Background: an optimization exercise with open tools, aiming at a short achievable clock period and few clock cycles. Do not read the settings as production practice. RTL that was checked went through simulation tests only; none was proved equivalent to the original. No activity file was given, so power comes from the tool's default toggle rates.

==> branch willow <==
Design CacheController, start of the top module:
module CacheController(
    rst,
    clk,
    wr,
    rd,
    data_rd,
    data_wr,
    addr_req,
    addr_resp,
    rdy,
    busy,
    wr_mem,
    rd_mem,
    busy_mem,
    data_rd_mem,
    data_wr_mem,
    addr_mem,
    cache_miss_count,
    cache_hit_count
    );
==> module CacheController, before the edit <==
module CacheController(
    rst,
    clk,
    wr,
    rd,
    data_rd,
    data_wr,
    addr_req,
    addr_resp,
    rdy,
    busy,
    wr_mem,
    rd_mem,
    busy_mem,
    data_rd_mem,
    data_wr_mem,
    addr_mem,
    cache_miss_count,
    cache_hit_count
    );
    input  rst;
    input  clk;
    input  wr;
    input  rd;
    output [31:0] data_rd;
    reg    [31:0] data_rd;
    input  [31:0] data_wr;
    input  [31:0] addr_req;
    output [31:0] addr_resp;
    reg    [31:0] addr_resp;
    output rdy;
    reg    rdy;
    output busy;
    reg    busy;
    output  wr_mem;
    output  rd_mem;
    input   busy_mem;
    input  [31:0] data_rd_mem;
    output [31:0] data_wr_mem;
    output [31:0] addr_mem;
    output [31:0] cache_miss_count;
    output [31:0] cache_hit_count;
    reg [15:0]  cache_valid;
    reg [23:0]  cache_tag [15:0];
    wire [23:0] addr_tag   = addr_req[31:8];
    wire [3:0]  addr_index = addr_req[7:4];
    wire req = wr | rd;
    assign rd_mem      = rd;
    assign wr_mem      = wr;
    assign addr_mem    = addr_req;
    assign data_wr_mem = data_wr;
    reg [15:0] line_hit;
    integer i;
    always @(*) begin
        for (i = 0; i < 16; i = i + 1)
            line_hit[i] = (addr_index == i) && cache_valid[i] && (cache_tag[i] == addr_tag);
    end
    wire hit = |line_hit;
    reg [31:0] hit_base, hit_base1, miss_base, miss_base1;
    reg [7:0]  hit_sel, miss_sel;
    wire [31:0] hit_now, miss_now;    
    reg         last_hit;
    wire [31:0] hit_next  = (rdy &&  last_hit) ? hit_base1  : hit_base;
    wire [31:0] miss_next = (rdy && !last_hit) ? miss_base1 : miss_base;
    genvar g;
    generate
        for (g = 0; g < 8; g = g + 1) begin : grp
            assign hit_now[4*g+3:4*g]  = hit_sel[g]  ? hit_base1[4*g+3:4*g]  : hit_base[4*g+3:4*g];
            assign miss_now[4*g+3:4*g] = miss_sel[g] ? miss_base1[4*g+3:4*g] : miss_base[4*g+3:4*g];
        end
    endgenerate
    assign cache_hit_count  = hit_now;
    assign cache_miss_count = miss_now;
    wire [7:0] hit_carry, miss_carry;
    generate
        for (g = 0; g < 8; g = g + 1) begin : cry
            if (g == 0) begin : c0
                assign hit_carry[g]  = 1'b1;
                assign miss_carry[g] = 1'b1;
            end else begin : cn
                assign hit_carry[g]  = &hit_next[4*g-1:0];
                assign miss_carry[g] = &miss_next[4*g-1:0];
            end
        end
    endgenerate
    always @(posedge clk or posedge rst) begin
        if (rst) begin
            cache_valid <= 16'h0000;
            rdy         <= 1'b0;
            busy        <= 1'b1;
            last_hit    <= 1'b0;
            hit_base    <= 32'd0;
            hit_base1   <= 32'd1;
            miss_base   <= 32'd0;
            miss_base1  <= 32'd1;
        end else begin
            rdy        <= req;
            busy       <= busy_mem;
            last_hit   <= hit;
            hit_base   <= hit_next;
            hit_base1  <= hit_next + 32'd1;
            miss_base  <= miss_next;
            miss_base1 <= miss_next + 32'd1;
            if (req)
                cache_valid[addr_index] <= 1'b1;
        end
    end
    always @(posedge clk) begin
        hit_sel  <= (req &&  hit) ? hit_carry  : 8'h00;
        miss_sel <= (req && !hit) ? miss_carry : 8'h00;
    end
    always @(posedge clk) begin
        if (req)
            cache_tag[addr_index] <= addr_tag;
    end
    always @(posedge clk or posedge rst) begin
        if (rst) begin
            addr_resp <= 32'h00000000;
            data_rd   <= 32'h00000000;
        end else begin
            addr_resp <= addr_req;
            data_rd   <= data_rd_mem;
        end
    end
endmodule
export LEC_CHECK = 0
export ABC_CLOCK_PERIOD_IN_PS = 2000
export CAP_MARGIN = 20
export CORE_MARGIN = 2
export CORE_UTILIZATION = 45
export CTS_CLUSTER_DIAMETER = 80
export CTS_CLUSTER_SIZE = 40
export PLACE_DENSITY = 0.6
export SETUP_SLACK_MARGIN = 3.2
export SLEW_MARGIN = 20
create_clock -name core_clock -period 5.5 [get_ports {clk}]
run.sh (not shown) runs the stock make flow with config.mk's settings and CLKGATE_MAP_FILE= SYNTH_SCRIPT=/design/flow/synth_recipe.tcl, a recipe that flattens the netlist after the stock synthesis.
==> branch quartz (differences from branch willow) <==
--- a/flow/design.v
+++ b/flow/design.v
@@ -61,7 +61,4 @@
     reg [7:0]  hit_sel, miss_sel;
     wire [31:0] hit_now, miss_now;    
-    reg         last_hit;
-    wire [31:0] hit_next  = (rdy &&  last_hit) ? hit_base1  : hit_base;
-    wire [31:0] miss_next = (rdy && !last_hit) ? miss_base1 : miss_base;
     genvar g;
     generate
@@ -80,6 +77,6 @@
                 assign miss_carry[g] = 1'b1;
             end else begin : cn
-                assign hit_carry[g]  = &hit_next[4*g-1:0];
-                assign miss_carry[g] = &miss_next[4*g-1:0];
+                assign hit_carry[g]  = &hit_now[4*g-1:0];
+                assign miss_carry[g] = &miss_now[4*g-1:0];
             end
         end
@@ -90,5 +87,6 @@
             rdy         <= 1'b0;
             busy        <= 1'b1;
-            last_hit    <= 1'b0;
+            hit_sel     <= 8'h00;
+            miss_sel    <= 8'h00;
             hit_base    <= 32'd0;
             hit_base1   <= 32'd1;
@@ -98,16 +96,13 @@
             rdy        <= req;
             busy       <= busy_mem;
-            last_hit   <= hit;
-            hit_base   <= hit_next;
-            hit_base1  <= hit_next + 32'd1;
-            miss_base  <= miss_next;
-            miss_base1 <= miss_next + 32'd1;
+            hit_sel    <= (req &&  hit) ? hit_carry  : 8'h00;
+            miss_sel   <= (req && !hit) ? miss_carry : 8'h00;
+            hit_base   <= hit_now;
+            hit_base1  <= hit_now + 32'd1;
+            miss_base  <= miss_now;
+            miss_base1 <= miss_now + 32'd1;
             if (req)
                 cache_valid[addr_index] <= 1'b1;
         end
-    end
-    always @(posedge clk) begin
-        hit_sel  <= (req &&  hit) ? hit_carry  : 8'h00;
-        miss_sel <= (req && !hit) ? miss_carry : 8'h00;
     end
     always @(posedge clk) begin
Settings changed: ABC_CLOCK_PERIOD_IN_PS 2000 to not set, SETUP_SLACK_MARGIN 3.2 to 3.6.
==> summary.txt <==
quantity                                                               branch quartz   branch willow
Run status                                                            finished clean  finished clean
Worst clock skew                                                          0.03707 ns      0.03545 ns
Final core utilization                                                        0.6524          0.6185
Longest individual stage delay on the worst path                             0.49 ns         0.41 ns
Count of placed standard cells in the final layout, fillers left out           3,037           3,008
Pin slew with the least headroom to its limit                              0.7116 ns       0.9218 ns
Count of multi-input combinational gates                                         882           1,004
Fin area                                                                 0.03601 mm2     0.03494 mm2
Max Fclk                                                                   362.3 MHz       356.8 MHz
Worst-case reg-to-reg path depth                                                  17              10
Sequential cell count                                                            610             611
Fraction of the mapped netlist area in adder cells                          0.003478        0.003404
Power consumption                                                            9657 uW         9523 uW
Drt wl/cell                                                                 25.09 um        23.63 um
Worst ir drop on vdd                                                       0.2787 mV       0.2660 mV
Lkg Pwr                                                                   0.01421 uW      0.01380 uW
Tightest slew margin relative to the limit                                    0.5212          0.3848
Placed instance area                                                     0.02828 mm2     0.02891 mm2
Share of cell area taken by multi-input logic gates                           0.2397          0.2615
CP Data Arrival Time                                                         1.66 ns         3.32 ns
Crit path buf inv count                                                            2               5
TritonCTS Buffers                                                                 36              37
Area overhead of the layout relative to synthesis                             43.03%          35.79%
Testbench counts of branch quartz, summed over its fixed seeds: cycles 16,008.
Only the layout flow was run in branch willow; the RTL was not checked for function there.

[separate check: timing with driven ports]
In the flow no input, the clock included, has a driving cell. The finished layouts below were timed again as built, in two steps. Step 1 assumes that a clkbuf_16 drives the clock port and a buf_2 every other input. Step 2 moves the port delays by t, midway between the first and last clock arrival at a register: inputs arrive t later, outputs are due t later. That takes back most of the time a late clock gives input paths. Three values: ideal, step 1, step 2; two values: the first two.
run	t, ns	setup WS [ns]	worst setup path after step 2	clock arrival spread, ns	worst register clock-pin slew, ns
branch willow	0.643	2.697 / 2.680 / 2.037	input to register	0.041 / 0.040	0.11 / 0.11
branch quartz	0.650	2.740 / 2.676 / 2.123	input to register	0.044 / 0.044	0.12 / 0.12
After both steps every run listed still meets setup and hold. For branch willow, which loses most, drivers alone change the setup slack by -0.017 ns; drivers and shift together by -0.660 ns.
